From an optimization exercise on the open Yosys and OpenROAD flow, aimed at small area and a short achievable clock period; shortcuts taken in it are not production practice.
In this exercise RTL edits were held to simulation tests only and were not proved equivalent to the original.

<file path="design.v">
module multiplier #(parameter width_p="inv")
  ( input      [width_p-1:0] a_i
  , input      [width_p-1:0] b_i
  , output [(2*width_p)-1:0] c_o
  );
  assign c_o = a_i * b_i;
endmodule
module chip_top
  ( input          clk_i
  , input          reset_i
  , input          v_i
  , input  [31:0]  a_i
  , input  [31:0]  b_i
  , output         v_o
  , output [63:0]  c_o
  );
  reg        v_r, v_o_r;
  reg [31:0] a_r, b_r;
  reg [63:0] c_r;
  wire [63:0] c_n;
  multiplier #(.width_p(32)) MULT
    (.a_i(a_r)
    ,.b_i(b_r)
    ,.c_o(c_n)
    );
  always @(posedge clk_i) begin
    if (reset_i) begin
      v_r   <= 1'b0;
      v_o_r <= 1'b0;
    end else begin
      v_r   <= v_i;
      v_o_r <= v_r;
    end
    a_r <= a_i;
    b_r <= b_i;
    c_r <= c_n;
  end
  assign v_o = v_o_r;
  assign c_o = c_r;
endmodule
</file>
<file path="run.sh">
#!/bin/bash
# synth_recipe.tcl (not shown) runs the flow's synth.tcl, then flattens the netlist and writes it again
# the make line also repeats each setting of config.mk as NAME=value (left out here)
make -C /OpenROAD-flow-scripts/flow DESIGN_CONFIG=/design/flow/config.mk WORK_HOME=/design/flow/orfs CLKGATE_MAP_FILE= SYNTH_SCRIPT=/design/flow/synth_recipe.tcl finish
</file>
<file path="config.mk">
export PLATFORM = sky130hd
export DESIGN_NAME = chip_top
export DESIGN_NICKNAME = chip_top
export VERILOG_FILES = /design/flow/design.v
export SDC_FILE = /design/flow/constraint.sdc
export NUM_CORES = 4
export LEC_CHECK = 0
export CAP_MARGIN = 20
export CORE_MARGIN = 2
export CORE_UTILIZATION = 40
export SLEW_MARGIN = 20
</file>
<file path="constraint.sdc">
create_clock -name core_clock -period 7.5 [get_ports {clk_i}]
set_input_delay 1.5000 -clock core_clock [delete_from_list [all_inputs] [get_ports {clk_i}]]
set_output_delay 1.5000 -clock core_clock [all_outputs]
set_load 0.01 [all_outputs]
</file>
==> impl_metrics.tcl <==
set metrics [dict create \
    worstHoldPathType "reg2reg" \
    num-nets-final 5325 \
    coreArea_um2 88600 \
    crit_chain "buf_12 > buf_6 > and2_1 > fa_1 > fa_1 > inv_1 > fa_1 > fa_1 > inv_1 > fa_1 > fa_1 > fa_1 > fa_1 > ha_4 > buf_4 > buf_4 > nand2_1 > or4_1 > o41ai_4 > nand2_4 > o41ai_4 > xor2_1" \
    whs_ns 0.453 \
    globalRouteTotalUtil 0.227 \
    final-max-slew-violation-count 0 \
    synthesized_area_divided_by_synthesized_cell_count_um2 9.38 \
    flow.area_growth_from_synthesis_pct 17.4 \
    multiInputGateArea_um2 29600 \
    crit_family "adder cells" \
    post_drt_via_cell_ratio 4.88 \
    chipWidth_um 303 \
    floorplan.initialDensity 0.405 \
    count_of_final_hold_check_violations 0 \
    yosys.cell_types.count 50 \
    timing.clock.skew_ns 0.0372 \
    clock.fmax_mhz 137 \
    net_count_after_synthesis 5050 \
    drt-initial-drc-count 1294 \
    dp_hpwl_mm 85.1 \
    ctsLongestPathBuffers 2 \
    clkSinkCount 130 \
    wl_final_mm 97.9 \
    post-route-drc-count 0 \
    synth_ff_type "dfxtp_1" \
    count_of_buffers_from_port_buffering 131 \
    boundaryPins 132 \
    rsz0062_at_grt "true" \
    synth_top_cell_area_share 0.500 \
    dieHeight_um 303 \
    timing.critical_path.from_type "register" \
    numCtsBuffers 17 \
    endpoint_kind "register" \
    yosys_warning_count 1 \
    numPlacedInstances 5238 \
    critical_path.max_fanout 13 \
    outcome "complete, no violations" \
    detailroute.via_count 25740 \
    required_ns 7.97 \
    antenna-diode-count 0 \
    final_antenna_net_count 0 \
    synth_top_cells_by_area "fa_1 50%, and2_1 10%, ha_1 9.2%" \
    ys_ff_latch 130 \
    row_count 109 \
    timing.critical_path.mode_cell "fa_1" \
    grt_max_degree 33 \
    die-area_um2 92100 \
    portion_of_the_post_synthesis_area_used_by_sequential_elements 0.0726 \
    final_min_period_over_clock_period 0.974 \
    slowest_stage "fa_1" \
    seqCellArea_um2 2630 \
    cts_htree_levels 4 \
    hold_buffers 0 \
    postSynth.asyncResetShare 0 \
    yosys-top-cells-count "896 x fa_1, 873 x inv_1, 599 x and2_1" \
    vias_in_the_first_global_route 28257 \
    grt_remaining_overflow 0 \
    detailedRoute.firstPassIterationCount 5 \
    place_congestion 0.877 \
    finish_stage_setup_viols 0 \
    synth_area_um2 35900 \
    route.detailed.wl_per_inst_um 18.6 \
    insertion_delay_ns 0.53 \
    synthesis.instances 3824 \
    critPathMaxStageDelay_ns 0.62 \
    arrival_ns 7.77 \
    synth_edf_count 0 \
    worst-path-buf-inv 6 \
    layoutNonFillerInstCount 5277 \
    drv_cap 0 \
    cts.clk_slew.worst_paths_ns 0.08 \
    synth.most_common_cell "fa_1" \
    drive_gt1_frac 0.111 \
    cts_tree "yes" \
    antenna_found_initial 1 \
    synth_top_cell_by_area "fa_1" \
    grt_first_pass_wirelength_mm 160 \
    timing_worst_slew_pin_value_ns 0.825 \
    fillCellCount 8504 \
    max_slew_margin 0.450 \
    finalCriticalPeriod_ns 7.30 \
    path_class "reg2reg" \
    cts-root-buf "clkbuf_16" \
]
[layout make-up]
cell class                      instances  area share
Clock buffer                           17      0.0101
Clock inverter                         15     0.00374
Inverter                              873      0.0778
Multi-Input combinational cell       2603       0.704
Sequential cell                       130      0.0626
Tap cell                             1165      0.0346
Timing Repair Buffer                  474       0.107
[placed cells by master, fill, tap and decap left out, types with 30 or more instances in the layout]
cell and count:
dfxtp_1 111, nor2_1 31, inv_1 873, buf_4 289, o21ai_0 30, and2_1 598
nand2_1 469, fa_1 890, clkdlybuf4s50_1 131, xnor2_1 41, a21oi_1 59, ha_1 247
buf_12 49
[sequential cells by signal, indices dropped and copies added, names as in the netlist]
register  cells
c_r          64
a_r          32
b_r          32
v_o_r         1
v_r           1
[cell families after synthesis]
kind of cell | synth area share
and+or+nand+nor | 0.168
adders and majority gates | 0.592
buffers and inverters | 0.114
AOI/OAI and AO/OA | 0.0379
DFF | 0.0726
xor gates and xnor gates | 0.0151
[through the flow]
step	setup WS (ns)	util	instance area (µm²)	setup TNS (ns)
floorplan	0.420	-	35900	0
global placement	-0.321	0.462	40900	-2.90
detailed placement	-0.302	0.462	40900	-2.88
CTS	0.00184	0.469	41600	0
global route	-0.0317	0.475	42100	-0.0953
finish	0.195	0.475	42100	0
[final timing paths]
check	startpoint	endpoint	slack [ns]	depth (start not counted)
min reg2reg	v_r$_SDFF_PP0_	v_o_r$_SDFF_PP0_	0.45	1
max	b_r[8]$_DFF_P_	c_r[52]$_DFF_P_	0.20	22
min	v_r$_SDFF_PP0_	v_o_r$_SDFF_PP0_	0.45	1
max reg2reg	b_r[8]$_DFF_P_	c_r[52]$_DFF_P_	0.20	22
[routing by layer]
layer | GRT usage | wire (µm) | up-vias
li1 | - | - | 11628
met1 | 0.322 | 44800 | 13444
met5 | 0 | 0 | -
met2 | 0.364 | 45700 | 566
met4 | 0.0638 | 2450 | 0
met3 | 0.0352 | 4990 | 102
[timing repair]
item / 4_1_cts / 5_1_grt
setup endpoints to repair: 20 / 28
gates cloned: 0 / 0
resized for setup: 22 / 89
pin swaps: 4 / 23
buffers inserted: 1 / 7

-- re-timing with driven ports --
The flow's constraints put no driver on any port. The routed layout listed below was extracted and timed again, unchanged, in two steps. Step 1: set_driving_cell puts a clkbuf_16 on clk_i and a buf_2 on each other input, an assumption about the parent block. Step 2 moves the port delays by t, midway between the first and last clock arrival at a register: inputs arrive t later, outputs are due t later. That takes back most of the time a late clock gives input paths. Slacks: no drivers / after step 1 / after step 2; pairs: no drivers / after step 1.
shift t [ns]: 0.587
slack for setup (ns): 0.195 / 0.195 / 0.195
worst slew at a driven data input, ns: 0.05
After both steps this run still meets setup and hold. For this run, drivers alone change the setup slack by 0.000 ns; drivers and shift together by 0.000 ns.
